What follows belongs to an exercise in optimizing a design on an open flow for small area and a short achievable clock period; a production flow would make more cautious choices.
Only simulation tests tie the RTL to the original design; equivalence was not proved.
The flow treats the clock pin as an ideal source. Dropping or thinning the clock tree relies on that and would not hold on a real chip.
Power and IR drop assume default switching activity.

--- flow/config.mk ---
export PLATFORM = sky130hd
export DESIGN_NAME = LOG2_FIXED_POINT
export DESIGN_NICKNAME = LOG2_FIXED_POINT
export VERILOG_FILES = /design/flow/design.v
export SDC_FILE = /design/flow/constraint.sdc
export NUM_CORES = 4
export LEC_CHECK = 0
export CAP_MARGIN = 20
export CORE_MARGIN = 2
export CORE_UTILIZATION = 20
export SETUP_SLACK_MARGIN = 1.5
export SLEW_MARGIN = 20
--- flow/constraint.sdc ---
create_clock -name core_clock -period 4.0 [get_ports {i_CLK}]
set_input_delay 0.8000 -clock core_clock [delete_from_list [all_inputs] [get_ports {i_CLK}]]
set_output_delay 0.8000 -clock core_clock [all_outputs]
set_load 0.01 [all_outputs]
--- flow/design.v ---
module LOG2_NORM (x, mn, ip);
  input  [15:0] x;
  output [4:0]  mn;    
  output [4:0]  ip;    
  wire        a3 = |x[15:12];
  wire        a2 = |x[11:8];
  wire        a1 = |x[7:4];
  wire        a0 = |x[3:0];
  wire [15:7] w  = a3 ? x[15:7] :
                   a2 ? x[11:3] :
                   a1 ? {x[7:0], 1'b0} : {x[3:0], 5'b0};
  wire [4:0]  m  = w[15] ? w[14:10] :
                   w[14] ? w[13:9] :
                   w[13] ? w[12:8] : w[11:7];
  assign      mn = ~m;
  wire        p3 = a3 | a2;
  wire        p2 = a3 | (~a2 & a1);
  wire        p1 = w[15] | w[14];
  wire        p0 = w[15] | (~w[14] & w[13]);
  wire        zero = ~(a3 | a2 | a1 | a0);
  assign ip = zero ? 5'b11000 : {1'b0, p3, p2, p1, p0} - 5'd7;
endmodule   
module LOG2_TABLE (mn, t);
  input  [4:0] mn;    
  output [9:0] t;
  wire   [4:0] m = ~mn;
  localparam [31:0] TBIT0 = 32'hf77f0002;
  localparam [31:0] TBIT1 = 32'h05051774;
  localparam [31:0] TBIT2 = 32'h06531afa;
  localparam [31:0] TBIT3 = 32'had30e356;
  localparam [31:0] TBIT4 = 32'h630ffc64;
  localparam [31:0] TBIT5 = 32'hb5aaaad2;
  localparam [31:0] TBIT6 = 32'hc6333364;
  localparam [31:0] TBIT7 = 32'hf83c3c78;
  localparam [31:0] TBIT8 = 32'hffc03f80;
  localparam [31:0] TBIT9 = 32'hffffc000;
  assign t = {TBIT9[m], TBIT8[m], TBIT7[m], TBIT6[m], TBIT5[m],
              TBIT4[m], TBIT3[m], TBIT2[m], TBIT1[m], TBIT0[m]};
endmodule   
module LOG2_FIXED_POINT
          (i_CLK,
           i_RSTn,
           i_VALID,
           i_DATA_VALID,
           i_DATA,
           o_VALID,
           o_LOG2_VALID,
           o_LOG2);
  input   i_CLK;
  input   i_RSTn;
  input   i_VALID;
  input   i_DATA_VALID;
  input   [15:0] i_DATA;   
  output  o_VALID;
  output  o_LOG2_VALID;
  output  signed [18:0] o_LOG2;   
  wire [4:0] mn;      
  wire [4:0] ip;      
  wire [9:0] t;       
  LOG2_NORM u_norm (.x(i_DATA), .mn(mn), .ip(ip));
  reg  [4:0] r_mn;
  reg  [4:0] r_ip;
  reg        r_vld;   
  always @(posedge i_CLK or negedge i_RSTn)
    if (!i_RSTn)
      r_vld <= 1'b0;
    else if (i_VALID)
      r_vld <= i_DATA_VALID;
  always @(posedge i_CLK)
    if (i_VALID) begin
      r_mn <= mn;
      r_ip <= ip;
    end
  LOG2_TABLE u_table (.mn(r_mn), .t(t));
  assign o_LOG2       = {{4{r_ip[4]}}, r_ip, t};
  assign o_LOG2_VALID = r_vld;
  assign o_VALID      = i_VALID;
endmodule   
--- flow/flow/run.sh ---
#!/bin/bash
# Own layout flow. Synthesis: LOG2_NORM and LOG2_TABLE are taken as the cell
# netlists in flow/norm_cells.v and flow/table_cells.v (the same functions as
# rtl/CLZ.v and rtl/Log2Table.v), then the design is flattened. Layout: the standard ORFS
# flow from that netlist, with minimum-size port buffers and a small clock tree.
set -euo pipefail
here=$(pwd)
YOSYS=$FLOW_HOME/../tools/install/yosys/bin/yosys
LIB=$FLOW_HOME/platforms/sky130hd/lib/sky130_fd_sc_hd__tt_025C_1v80.lib
DU="-dont_use *probe* -dont_use *lpflow* -dont_use *clkdly* -dont_use *dlygate* -dont_use *dlymetal*"
mkdir -p syn
# The standard synthesis, run only for the names it gives the flip-flops:
# ours are renamed to match (flow/regnames.py), pairing them by their Q nets.
sed "s#$here/orfs#$here/refsyn#g" standard.sh > refsyn.sh
bash refsyn.sh synth > refsyn.log 2>&1
REF=$here/refsyn/results/sky130hd/LOG2_FIXED_POINT/base/1_2_yosys.v
cat > syn/synth.ys <<EOS
read_liberty -lib $LIB
read_verilog -defer $FLOW_DESIGN
read_verilog -defer -overwrite $here/flow/norm_cells.v
read_verilog -defer -overwrite $here/flow/table_cells.v
hierarchy -check -top $FLOW_TOP
synth -nofsm -noshare -top $FLOW_TOP
opt -purge
dfflibmap -liberty $LIB $DU
opt
abc -script $here/flow/top.abc -liberty $LIB $DU $FLOW_TOP
flatten
setundef -zero
splitnets
opt_clean -purge
hilomap -singleton -hicell sky130_fd_sc_hd__conb_1 HI -locell sky130_fd_sc_hd__conb_1 LO
insbuf -buf sky130_fd_sc_hd__buf_1 A X
rename -hide w:*\$func\$*
check -assert -mapped
tee -o $here/syn/stat.txt stat -liberty $LIB
write_verilog -noattr -nohex -nodec $here/syn/netlist.v
EOS
$YOSYS -l syn/yosys.log -q syn/synth.ys > /dev/null
python3 flow/regnames.py $REF syn/netlist.v syn/netlist_named.v > syn/regnames.log
CK=sky130_fd_sc_hd__clkbuf_4
bash standard.sh SYNTH_NETLIST_FILES=$here/syn/netlist_named.v \
  "BUFFER_PORTS_ARGS=-buffer_cell sky130_fd_sc_hd__buf_1" \
  "CTS_ARGS=-sink_clustering_enable -repair_clock_nets -buf_list $CK -root_buf sky130_fd_sc_hd__clkbuf_8 -sink_clustering_size 30 -sink_clustering_max_diameter 300 -dont_use_dummy_load" \
  POST_CTS_TCL=$here/flow/post_cts.tcl \
  finish > standard.log 2>&1
--- flow/flow/norm_cells.v ---
// Generated by gen/gen_norm.py: LOG2_NORM as sky130_fd_sc_hd cells.
module LOG2_NORM (x, mn, ip);
  input  [15:0] x;
  output [4:0]  mn;
  output [4:0]  ip;
  wire a1, a2, a3, c3, h1, h2, h3, l1, l2, l3, ma0, ma1, ma2, ma3, ma4, mb0, mb1, mb2, mb3, mb4, p2, p3, s0, s1, s2, s3, t0, t1, t2, w12, w13, w14, w15, w15n, wa12, wa13, wa14, wa15, wb12, wb13, wb14, wb15, wn10, wn11, wn12, wn13, wn14, wn7, wn8, wn9, z0, za1, za2, za3;
  sky130_fd_sc_hd__nor2_1 u_h3 (.A(x[15]), .B(x[14]), .Y(h3));
  sky130_fd_sc_hd__nor2_1 u_l3 (.A(x[13]), .B(x[12]), .Y(l3));
  sky130_fd_sc_hd__nand2_1 u_a3 (.A(h3), .B(l3), .Y(a3));
  sky130_fd_sc_hd__nor2_1 u_h2 (.A(x[11]), .B(x[10]), .Y(h2));
  sky130_fd_sc_hd__nor2_1 u_l2 (.A(x[9]), .B(x[8]), .Y(l2));
  sky130_fd_sc_hd__nand2_1 u_a2 (.A(h2), .B(l2), .Y(a2));
  sky130_fd_sc_hd__nor2_1 u_h1 (.A(x[7]), .B(x[6]), .Y(h1));
  sky130_fd_sc_hd__nor2_1 u_l1 (.A(x[5]), .B(x[4]), .Y(l1));
  sky130_fd_sc_hd__nand2_1 u_a1 (.A(h1), .B(l1), .Y(a1));
  sky130_fd_sc_hd__nor4_1 u_z0 (.A(x[3]), .B(x[2]), .C(x[1]), .D(x[0]), .Y(z0));
  sky130_fd_sc_hd__and2_1 u_za3 (.A(h3), .B(l3), .X(za3));
  sky130_fd_sc_hd__and2_1 u_za2 (.A(h2), .B(l2), .X(za2));
  sky130_fd_sc_hd__and2_1 u_za1 (.A(h1), .B(l1), .X(za1));
  sky130_fd_sc_hd__buf_2 u_s3 (.A(a3), .X(s3));
  sky130_fd_sc_hd__and3_4 u_s2 (.A(h3), .B(l3), .C(a2), .X(s2));
  sky130_fd_sc_hd__and3_4 u_s1 (.A(za3), .B(za2), .C(a1), .X(s1));
  sky130_fd_sc_hd__and3_4 u_s0 (.A(za3), .B(za2), .C(za1), .X(s0));
  sky130_fd_sc_hd__or2_0 u_p3 (.A(a3), .B(a2), .X(p3));
  sky130_fd_sc_hd__or2_0 u_p2 (.A(a3), .B(s1), .X(p2));
  sky130_fd_sc_hd__a22oi_1 u_wa15 (.A1(s3), .A2(x[15]), .B1(s2), .B2(x[11]), .Y(wa15));
  sky130_fd_sc_hd__a22oi_1 u_wb15 (.A1(s1), .A2(x[7]), .B1(s0), .B2(x[3]), .Y(wb15));
  sky130_fd_sc_hd__nand2_2 u_w15 (.A(wa15), .B(wb15), .Y(w15));
  sky130_fd_sc_hd__a22oi_1 u_wa14 (.A1(s3), .A2(x[14]), .B1(s2), .B2(x[10]), .Y(wa14));
  sky130_fd_sc_hd__a22oi_1 u_wb14 (.A1(s1), .A2(x[6]), .B1(s0), .B2(x[2]), .Y(wb14));
  sky130_fd_sc_hd__nand2_1 u_w14 (.A(wa14), .B(wb14), .Y(w14));
  sky130_fd_sc_hd__a22oi_1 u_wa13 (.A1(s3), .A2(x[13]), .B1(s2), .B2(x[9]), .Y(wa13));
  sky130_fd_sc_hd__a22oi_1 u_wb13 (.A1(s1), .A2(x[5]), .B1(s0), .B2(x[1]), .Y(wb13));
  sky130_fd_sc_hd__nand2_1 u_w13 (.A(wa13), .B(wb13), .Y(w13));
  sky130_fd_sc_hd__a22oi_1 u_wa12 (.A1(s3), .A2(x[12]), .B1(s2), .B2(x[8]), .Y(wa12));
  sky130_fd_sc_hd__a22oi_1 u_wb12 (.A1(s1), .A2(x[4]), .B1(s0), .B2(x[0]), .Y(wb12));
  sky130_fd_sc_hd__nand2_1 u_w12 (.A(wa12), .B(wb12), .Y(w12));
  sky130_fd_sc_hd__and2_2 u_w15n (.A(wa15), .B(wb15), .X(w15n));
  sky130_fd_sc_hd__a222oi_1 u_wn11 (.A1(s3), .A2(x[11]), .B1(s2), .B2(x[7]), .C1(s1), .C2(x[3]), .Y(wn11));
  sky130_fd_sc_hd__a222oi_1 u_wn10 (.A1(s3), .A2(x[10]), .B1(s2), .B2(x[6]), .C1(s1), .C2(x[2]), .Y(wn10));
  sky130_fd_sc_hd__a222oi_1 u_wn9 (.A1(s3), .A2(x[9]), .B1(s2), .B2(x[5]), .C1(s1), .C2(x[1]), .Y(wn9));
  sky130_fd_sc_hd__a222oi_1 u_wn8 (.A1(s3), .A2(x[8]), .B1(s2), .B2(x[4]), .C1(s1), .C2(x[0]), .Y(wn8));
  sky130_fd_sc_hd__a22oi_1 u_wn7 (.A1(s3), .A2(x[7]), .B1(s2), .B2(x[3]), .Y(wn7));
  sky130_fd_sc_hd__inv_1 u_wn14 (.A(w14), .Y(wn14));
  sky130_fd_sc_hd__inv_1 u_wn13 (.A(w13), .Y(wn13));
  sky130_fd_sc_hd__inv_1 u_wn12 (.A(w12), .Y(wn12));
  sky130_fd_sc_hd__and2_4 u_t2 (.A(w15n), .B(w14), .X(t2));
  sky130_fd_sc_hd__and3_4 u_t1 (.A(w15n), .B(wn14), .C(w13), .X(t1));
  sky130_fd_sc_hd__and3_4 u_t0 (.A(w15n), .B(wn14), .C(wn13), .X(t0));
  sky130_fd_sc_hd__a22oi_1 u_ma4 (.A1(w15), .A2(wn14), .B1(t2), .B2(wn13), .Y(ma4));
  sky130_fd_sc_hd__a22oi_1 u_mb4 (.A1(t1), .A2(wn12), .B1(t0), .B2(wn11), .Y(mb4));
  sky130_fd_sc_hd__nand2_1 u_mn4 (.A(ma4), .B(mb4), .Y(mn[4]));
  sky130_fd_sc_hd__a22oi_1 u_ma3 (.A1(w15), .A2(wn13), .B1(t2), .B2(wn12), .Y(ma3));
  sky130_fd_sc_hd__a22oi_1 u_mb3 (.A1(t1), .A2(wn11), .B1(t0), .B2(wn10), .Y(mb3));
  sky130_fd_sc_hd__nand2_1 u_mn3 (.A(ma3), .B(mb3), .Y(mn[3]));
  sky130_fd_sc_hd__a22oi_1 u_ma2 (.A1(w15), .A2(wn12), .B1(t2), .B2(wn11), .Y(ma2));
  sky130_fd_sc_hd__a22oi_1 u_mb2 (.A1(t1), .A2(wn10), .B1(t0), .B2(wn9), .Y(mb2));
  sky130_fd_sc_hd__nand2_1 u_mn2 (.A(ma2), .B(mb2), .Y(mn[2]));
  sky130_fd_sc_hd__a22oi_1 u_ma1 (.A1(w15), .A2(wn11), .B1(t2), .B2(wn10), .Y(ma1));
  sky130_fd_sc_hd__a22oi_1 u_mb1 (.A1(t1), .A2(wn9), .B1(t0), .B2(wn8), .Y(mb1));
  sky130_fd_sc_hd__nand2_1 u_mn1 (.A(ma1), .B(mb1), .Y(mn[1]));
  sky130_fd_sc_hd__a22oi_1 u_ma0 (.A1(w15), .A2(wn10), .B1(t2), .B2(wn9), .Y(ma0));
  sky130_fd_sc_hd__a22oi_1 u_mb0 (.A1(t1), .A2(wn8), .B1(t0), .B2(wn7), .Y(mb0));
  sky130_fd_sc_hd__nand2_1 u_mn0 (.A(ma0), .B(mb0), .Y(mn[0]));
  sky130_fd_sc_hd__and2_0 u_c3 (.A(p2), .B(w15), .X(c3));
  sky130_fd_sc_hd__nor2_1 u_ip4 (.A(p3), .B(c3), .Y(ip[4]));
  sky130_fd_sc_hd__xnor2_1 u_ip3 (.A(p3), .B(c3), .Y(ip[3]));
  sky130_fd_sc_hd__xor2_1 u_ip2 (.A(p2), .B(w15), .X(ip[2]));
  sky130_fd_sc_hd__nor2_1 u_ip1 (.A(w15), .B(t0), .Y(ip[1]));
  sky130_fd_sc_hd__a211oi_1 u_ip0 (.A1(s0), .A2(z0), .B1(w15), .C1(t1), .Y(ip[0]));
endmodule
--- flow/flow/post_cts.tcl ---
# After CTS: the design has only a few flip-flops, so drive all of them from
# the root clock buffer and remove the buffers CTS placed below it.
set block [ord::get_db_block]
set root [$block findInst clkbuf_0_i_CLK]
if { $root != "NULL" } {
  set rootnet [[$root findITerm X] getNet]
  foreach inst [$block getInsts] {
    if { $inst == $root } { continue }
    if { ![string match "sky130_fd_sc_hd__clkbuf_*" [[$inst getMaster] getName]] } { continue }
    set in_net [[$inst findITerm A] getNet]
    if { $in_net != $rootnet } { continue }
    set out_net [[$inst findITerm X] getNet]
    foreach it [$out_net getITerms] {
      if { [$it getInst] == $inst } { continue }
      $it disconnect
      $it connect $rootnet
    }
    puts "post_cts: removed clock buffer [$inst getName]"
    odb::dbInst_destroy $inst
    odb::dbNet_destroy $out_net
  }
  estimate_parasitics -placement
  report_clock_skew
}
--- flow/flow/regnames.py ---
#!/usr/bin/env python3
"""Give the flip-flops of our netlist the instance names the standard
synthesis gives them, pairing them by the net on their Q pin.

usage: regnames.py STANDARD_NETLIST OUR_NETLIST OUT_NETLIST
"""
import re, sys

INST = re.compile(r'^(\s*)(sky130_fd_sc_hd__(\w+))\s+(\\\S+|\S+)\s*\((.*?)\);', re.M | re.S)

def norm(net):
    return net.strip().lstrip('\\').replace(' ', '')

def flops(text):
    out = {}
    for m in INST.finditer(text):
        typ = m.group(3)
        if not re.match(r'e?df', typ):
            continue
        q = re.search(r'\.Q\(\s*(.*?)\s*\)', m.group(5), re.S)
        out[norm(q.group(1))] = (m.group(4), typ, m)
    return out

std = flops(open(sys.argv[1]).read())
ours_text = open(sys.argv[2]).read()
ours = flops(ours_text)
if set(std) != set(ours):
    sys.exit(f"flip-flops differ: standard {sorted(std)} ours {sorted(ours)}")
pieces, last = [], 0
for q, (name, typ, m) in sorted(ours.items(), key=lambda kv: kv[1][2].start()):
    sname, styp, _ = std[q]
    if re.sub(r'_\d+$', '', styp) != re.sub(r'_\d+$', '', typ):
        sys.exit(f"flip-flop on {q}: standard cell {styp}, ours {typ}")
    new = sname if sname.startswith('\\') else sname
    if new.startswith('\\'):
        new = new + ' '
    pieces.append(ours_text[last:m.start(4)])
    pieces.append(new)
    last = m.end(4)
    print(f"{name} -> {sname} ({q})")
pieces.append(ours_text[last:])
open(sys.argv[3], 'w').write(''.join(pieces))
--- flow/flow/table_cells.v ---
// Generated by gen/gen_table.sh: LOG2_TABLE (rtl/Log2Table.v) as sky130_fd_sc_hd cells.

module LOG2_TABLE(mn, t);
  input [4:0] mn;
  wire [4:0] mn;
  output [9:0] t;
  wire [9:0] t;
  wire _00_;
  wire _01_;
  wire _02_;
  wire _03_;
  wire _04_;
  wire _05_;
  wire _06_;
  wire _07_;
  wire _08_;
  wire _09_;
  wire _10_;
  wire _11_;
  wire _12_;
  wire _13_;
  wire _14_;
  wire _15_;
  wire _16_;
  wire _17_;
  wire _18_;
  wire _19_;
  wire _20_;
  wire _21_;
  wire _22_;
  wire _23_;
  wire _24_;
  wire _25_;
  wire _26_;
  wire _27_;
  wire _28_;
  wire _29_;
  wire _30_;
  wire _31_;
  wire _32_;
  wire _33_;
  wire _34_;
  wire _35_;
  wire _36_;
  wire _37_;
  wire _38_;
  wire _39_;
  wire _40_;
  wire _41_;
  wire _42_;
  wire _43_;
  sky130_fd_sc_hd__inv_2 _44_ (
    .A(mn[0]),
    .Y(_00_)
  );
  sky130_fd_sc_hd__inv_1 _45_ (
    .A(mn[3]),
    .Y(_01_)
  );
  sky130_fd_sc_hd__inv_2 _46_ (
    .A(mn[4]),
    .Y(_02_)
  );
  sky130_fd_sc_hd__nand2_2 _47_ (
    .A(_01_),
    .B(_02_),
    .Y(_03_)
  );
  sky130_fd_sc_hd__nand2_2 _48_ (
    .A(mn[3]),
    .B(mn[4]),
    .Y(_04_)
  );
  sky130_fd_sc_hd__and2_4 _49_ (
    .A(_03_),
    .B(_04_),
    .X(_05_)
  );
  sky130_fd_sc_hd__inv_1 _50_ (
    .A(mn[2]),
    .Y(_06_)
  );
  sky130_fd_sc_hd__inv_2 _51_ (
    .A(mn[1]),
    .Y(_07_)
  );
  sky130_fd_sc_hd__nor2_1 _52_ (
    .A(mn[2]),
    .B(mn[4]),
    .Y(_08_)
  );
  sky130_fd_sc_hd__nor3_2 _53_ (
    .A(mn[0]),
    .B(_07_),
    .C(_08_),
    .Y(_09_)
  );
  sky130_fd_sc_hd__o21ai_2 _54_ (
    .A1(_06_),
    .A2(_02_),
    .B1(_09_),
    .Y(_10_)
  );
  sky130_fd_sc_hd__o31ai_2 _55_ (
    .A1(_00_),
    .A2(mn[1]),
    .A3(_05_),
    .B1(_10_),
    .Y(_11_)
  );
  sky130_fd_sc_hd__inv_1 _56_ (
    .A(_11_),
    .Y(_12_)
  );
  sky130_fd_sc_hd__nand2_1 _57_ (
    .A(mn[1]),
    .B(mn[4]),
    .Y(_13_)
  );
  sky130_fd_sc_hd__nor2_1 _58_ (
    .A(mn[2]),
    .B(mn[3]),
    .Y(_14_)
  );
  sky130_fd_sc_hd__nor2_1 _59_ (
    .A(_13_),
    .B(_14_),
    .Y(_15_)
  );
  sky130_fd_sc_hd__nand2_1 _60_ (
    .A(_07_),
    .B(mn[2]),
    .Y(_16_)
  );
  sky130_fd_sc_hd__nor2_1 _61_ (
    .A(mn[3]),
    .B(_16_),
    .Y(_17_)
  );
  sky130_fd_sc_hd__a21oi_1 _62_ (
    .A1(_00_),
    .A2(_07_),
    .B1(_17_),
    .Y(_18_)
  );
  sky130_fd_sc_hd__o21ai_2 _63_ (
    .A1(_00_),
    .A2(_07_),
    .B1(_14_),
    .Y(_19_)
  );
  sky130_fd_sc_hd__nand2_1 _64_ (
    .A(_19_),
    .B(_08_),
    .Y(_20_)
  );
  sky130_fd_sc_hd__o21ai_0 _65_ (
    .A1(_05_),
    .A2(_18_),
    .B1(_20_),
    .Y(_21_)
  );
  sky130_fd_sc_hd__a21oi_1 _66_ (
    .A1(_12_),
    .A2(_15_),
    .B1(_21_),
    .Y(t[4])
  );
  sky130_fd_sc_hd__nand2_1 _67_ (
    .A(mn[2]),
    .B(mn[3]),
    .Y(_22_)
  );
  sky130_fd_sc_hd__inv_1 _68_ (
    .A(_14_),
    .Y(_23_)
  );
  sky130_fd_sc_hd__nand2_1 _69_ (
    .A(_23_),
    .B(_22_),
    .Y(_24_)
  );
  sky130_fd_sc_hd__nor3_1 _70_ (
    .A(mn[0]),
    .B(mn[1]),
    .C(_24_),
    .Y(_25_)
  );
  sky130_fd_sc_hd__o32ai_1 _71_ (
    .A1(mn[0]),
    .A2(_07_),
    .A3(_22_),
    .B1(mn[4]),
    .B2(_25_),
    .Y(t[0])
  );
  sky130_fd_sc_hd__nor2_1 _72_ (
    .A(_00_),
    .B(_05_),
    .Y(_26_)
  );
  sky130_fd_sc_hd__o211ai_1 _73_ (
    .A1(_13_),
    .A2(_22_),
    .B1(_19_),
    .C1(_26_),
    .Y(_27_)
  );
  sky130_fd_sc_hd__o21ai_0 _74_ (
    .A1(_06_),
    .A2(_03_),
    .B1(_00_),
    .Y(_28_)
  );
  sky130_fd_sc_hd__a21oi_1 _75_ (
    .A1(_10_),
    .A2(_16_),
    .B1(_04_),
    .Y(_29_)
  );
  sky130_fd_sc_hd__a21oi_1 _76_ (
    .A1(_27_),
    .A2(_28_),
    .B1(_29_),
    .Y(t[5])
  );
  sky130_fd_sc_hd__nor2_1 _77_ (
    .A(_00_),
    .B(_08_),
    .Y(_30_)
  );
  sky130_fd_sc_hd__o211ai_2 _78_ (
    .A1(_00_),
    .A2(_04_),
    .B1(_07_),
    .C1(_03_),
    .Y(_31_)
  );
  sky130_fd_sc_hd__nand2_1 _79_ (
    .A(_10_),
    .B(_31_),
    .Y(_32_)
  );
  sky130_fd_sc_hd__nand2_1 _80_ (
    .A(_32_),
    .B(_19_),
    .Y(_33_)
  );
  sky130_fd_sc_hd__o21ai_0 _81_ (
    .A1(_06_),
    .A2(_02_),
    .B1(_33_),
    .Y(_34_)
  );
  sky130_fd_sc_hd__o21ai_0 _82_ (
    .A1(_00_),
    .A2(_01_),
    .B1(_02_),
    .Y(_35_)
  );
  sky130_fd_sc_hd__o21ai_1 _83_ (
    .A1(_35_),
    .A2(_11_),
    .B1(_19_),
    .Y(_36_)
  );
  sky130_fd_sc_hd__a21oi_1 _84_ (
    .A1(_30_),
    .A2(_34_),
    .B1(_36_),
    .Y(t[2])
  );
  sky130_fd_sc_hd__nand2_1 _85_ (
    .A(_03_),
    .B(_07_),
    .Y(_37_)
  );
  sky130_fd_sc_hd__a32oi_1 _86_ (
    .A1(mn[0]),
    .A2(_24_),
    .A3(_37_),
    .B1(_32_),
    .B2(_19_),
    .Y(t[3])
  );
  sky130_fd_sc_hd__nand2_1 _87_ (
    .A(_31_),
    .B(_01_),
    .Y(_38_)
  );
  sky130_fd_sc_hd__o21ai_0 _88_ (
    .A1(_24_),
    .A2(_31_),
    .B1(_38_),
    .Y(t[8])
  );
  sky130_fd_sc_hd__o21ai_0 _89_ (
    .A1(mn[1]),
    .A2(_23_),
    .B1(mn[4]),
    .Y(t[9])
  );
  sky130_fd_sc_hd__inv_1 _90_ (
    .A(_30_),
    .Y(_39_)
  );
  sky130_fd_sc_hd__o21ai_0 _91_ (
    .A1(_13_),
    .A2(_22_),
    .B1(_19_),
    .Y(_40_)
  );
  sky130_fd_sc_hd__a21oi_1 _92_ (
    .A1(_39_),
    .A2(_13_),
    .B1(_40_),
    .Y(t[1])
  );
  sky130_fd_sc_hd__nor2_1 _93_ (
    .A(mn[1]),
    .B(_23_),
    .Y(_41_)
  );
  sky130_fd_sc_hd__o21ai_0 _94_ (
    .A1(_41_),
    .A2(_05_),
    .B1(_37_),
    .Y(_42_)
  );
  sky130_fd_sc_hd__nand2_1 _95_ (
    .A(_12_),
    .B(_42_),
    .Y(t[6])
  );
  sky130_fd_sc_hd__nand2_1 _96_ (
    .A(_31_),
    .B(_06_),
    .Y(_43_)
  );
  sky130_fd_sc_hd__o21ai_0 _97_ (
    .A1(_16_),
    .A2(_26_),
    .B1(_43_),
    .Y(t[7])
  );
endmodule
--- flow/flow/top.abc ---
strash; dch -f; map -D 1000; topo
--- flow/standard.sh ---
#!/bin/bash
# synth_recipe.tcl (not shown) runs the flow's synth.tcl, then flattens the netlist and writes it again
# the make line also repeats each setting of config.mk as NAME=value (left out here)
make -C /OpenROAD-flow-scripts/flow DESIGN_CONFIG=/design/flow/config.mk WORK_HOME=/design/flow/orfs CLKGATE_MAP_FILE= SYNTH_SCRIPT=/design/flow/synth_recipe.tcl "${@:-finish}"
==> summary.md <==
The pre-antenna-repair detailed-routing pass consisted of 4 iterations. The initial antenna violation count is 0, and the number of global-route vias before repair is 1009. The tools report the kind of launch point of the worst setup path as an input port. The detailed router placed 1139 vias in this run. The worst-case IR drop observed on VDD is 0.000109 V.

The global-route wire length before repair is 4.46 mm. Walking the worst path, the cells encountered are buf_1, nor2_1, and2_1, and3_4, a22oi_1, and2_2, and3_4, a22oi_1, nand2_1. In this run the tool buffered the top-level ports with 40 buffer cells. Adding up every negative setup slack in the final design gives 0 ns. The run gives 0 as the final count of hold timing violations. Worst flop-to-flop path endpoint: r_vld. Timing analysis after detailed placement gives a worst setup slack of 1.48 ns.

The tightest min-delay check is of the input port to async pin type. Measured along the y axis, the die boundary spans 77.9 um. The mapped netlist covers 1090 um^2.

For the final-report max-slew violation count, the log shows 0. The run gives 195 as the count of nets after finishing. For the I/O pin count, the log shows 41. The insertion delay to the later sink of the worst-skew pair is 0.13 ns. Across the run, the number of max-cap violations was 0. Synthesis produced 145 cells. The number of diodes is 0.

After floorplanning, the core was sized to cover 5200 um^2. Layout cell share with drive strength beyond 1: 0.162. During synthesis, Yosys emitted a total of 0 warnings. For this design the static power due to leakage is 0.471 nW.

Counting buffers and inverters, the worst setup path is 9 cells deep. Dividing total power by cell area gives a power density of 281 nW/um^2. The setup violation total in the final timing report is 0, and the horizontal extent of the die is 77.9 um. After detailed routing, the average wire length per cell comes to 11.0 um. Clock transition at the registers of the reported paths: 0.07 ns.

The flow ran to the end and the layout has no timing, DRC or antenna violations. The worst clock skew is 0 ns, and the number of nets produced by synthesis is 165. Average instance area after synthesis: 7.53 um^2.

Entering global routing, the biggest net connects 13 pins. Wires add up to 2.68 mm. The count of clock tree sinks was 11.

From synthesis to final layout, the design area changed by 21.4%. The kind of cell adding the most delay to the critical path was simple AND/OR/NAND/NOR gates. Among all stages on the critical path, the largest delay is contributed by and3_4. Counting I/O delays and the setup requirement, the final critical path takes 2.36 ns. For the worst hold slack across all endpoints, the log shows 0.414 ns. Setup repair after global routing left no endpoint under its margin.

The routed via count divided by cell count was 4.69; the placement-stage cell area was 1270 um^2. For this run, the slowest stage of the critical path takes 0.24 ns. The number of DRC violations after detailed routing was 0. Setup slack on the critical path of the routed design comes to 1.64 ns.

The total overflow left after global routing is 0. For the pin with the worst max-slew slack, the measured transition is 0.647 ns. STA classifies the critical path endpoint as a register.

The die covers 6070 um^2. The largest fanout on the critical path works out to 9. The congestion estimate from routability-driven global placement came to 0.876. At the worst endpoint, the required time is 3.88 ns. Static timing analysis puts the maximum clock frequency at 423 MHz. In this run the critical register-to-register path is launched from r_vld.

After routing the design area is 1330 um^2. Placed wire-length estimate: 2.17 mm. The logic depth of the worst register-to-register path works out to 1. The floorplan has 26 rows. The run gives 0.0919 as the total track usage. The starting utilization of the core area was 0.210; the worst-case headroom to the max-slew limit was 0.569. Worst path buffer plus inverter count: 1. The critical path class was input port to register. Across all register-to-register paths, the minimum setup slack is 3.26 ns. The final clock period utilization by the worst path came out at 0.590.

At the worst endpoint, the arrival time is 2.25 ns. The first routing iteration left 65 violations. The detail route stage leaves a number of antenna-violating nets equal to 0.
==> power by group <==
group,switching (mW),internal [mW]
registers,0.0101,0.140
logic,0.108,0.0657
clock network,0.0252,0.0228
total,0.144,0.229
==> layout make-up <==
cell class,count,area [um^2]
well taps,70,87.6
fillers,593,3880
inverters,11,41.3
clock buffers,1,13.8
flip-flops and latches,11,325
repair buffers,43,175
multi-input cells,107,683
==> routing by layer <==
metal  part of all wire  track usage  vias up
li1                   -            -      573
met1               0.45        0.122      515
met2               0.47        0.162       49
met3              0.070      0.00349        2
met4              0.013       0.0263        0
met5                  0            0        -
==> placed cells by master, fill, tap and decap left out, drive strengths merged, types with 2 or more instances in the layout <==
cell,instances
a21oi,6
a222oi,4
a22oi,19
and2,7
and3,5
buf,42
clkbuf,2
edfxtp,10
inv,11
nand2,25
nor2,15
nor3,2
o211ai,2
o21ai,12
or2,2
==> flip-flops by register name, indices dropped and copies added (netlist names) <==
name / cells
r_ip: 5
r_mn: 5
r_vld: 1
==> worst max path at each step <==
stage / from / to / slack [ns]
final: i_DATA[13] / r_mn[0] / 1.64
after global routing: r_mn[4] / o_LOG2[4] / 1.50
after detailed placement: i_DATA[15] / r_mn[0] / 1.48
after global placement: i_DATA[15] / r_mn[0] / 1.50
after floorplan: i_DATA[13] / r_mn[3] / 1.75
==> metrics by stage <==
| stage | power (mW) | cells | util |
|---|---|---|---|
| finish | 0.372 | 243 | 0.255 |
| global route | 0.403 | 243 | 0.255 |
| detailed placement | 0.315 | 239 | 0.244 |
| global placement | 0.314 | 239 | 0.244 |
| floorplan | 0.275 | 145 | - |

[port drivers added, routing unchanged]
How much do the figures lean on ideal ports? The routed layout below was timed once more, with nothing changed but the port constraints. Step 1, drivers: a clkbuf_16 drives i_CLK and a buf_2 each remaining input, both assumed. Step 2 adds t to the input delays and takes it off the output delays; t is the mean of the earliest and latest rising clock arrival at the registers after step 1. Input paths then give back, and output paths get back, about the clock's delay inside the block. a / b / c = ideal ports / drivers / drivers and shift; a / b = the first two.
shift t [ns]: 0.154
setup slack, ns: 1.638 / 1.632 / 1.486
worst setup path after step 2: input to register
pins driven straight from the clock port: 1
After both steps this run still meets setup and hold. The setup slack of this run moves by -0.006 ns with the drivers and by -0.152 ns with both steps.
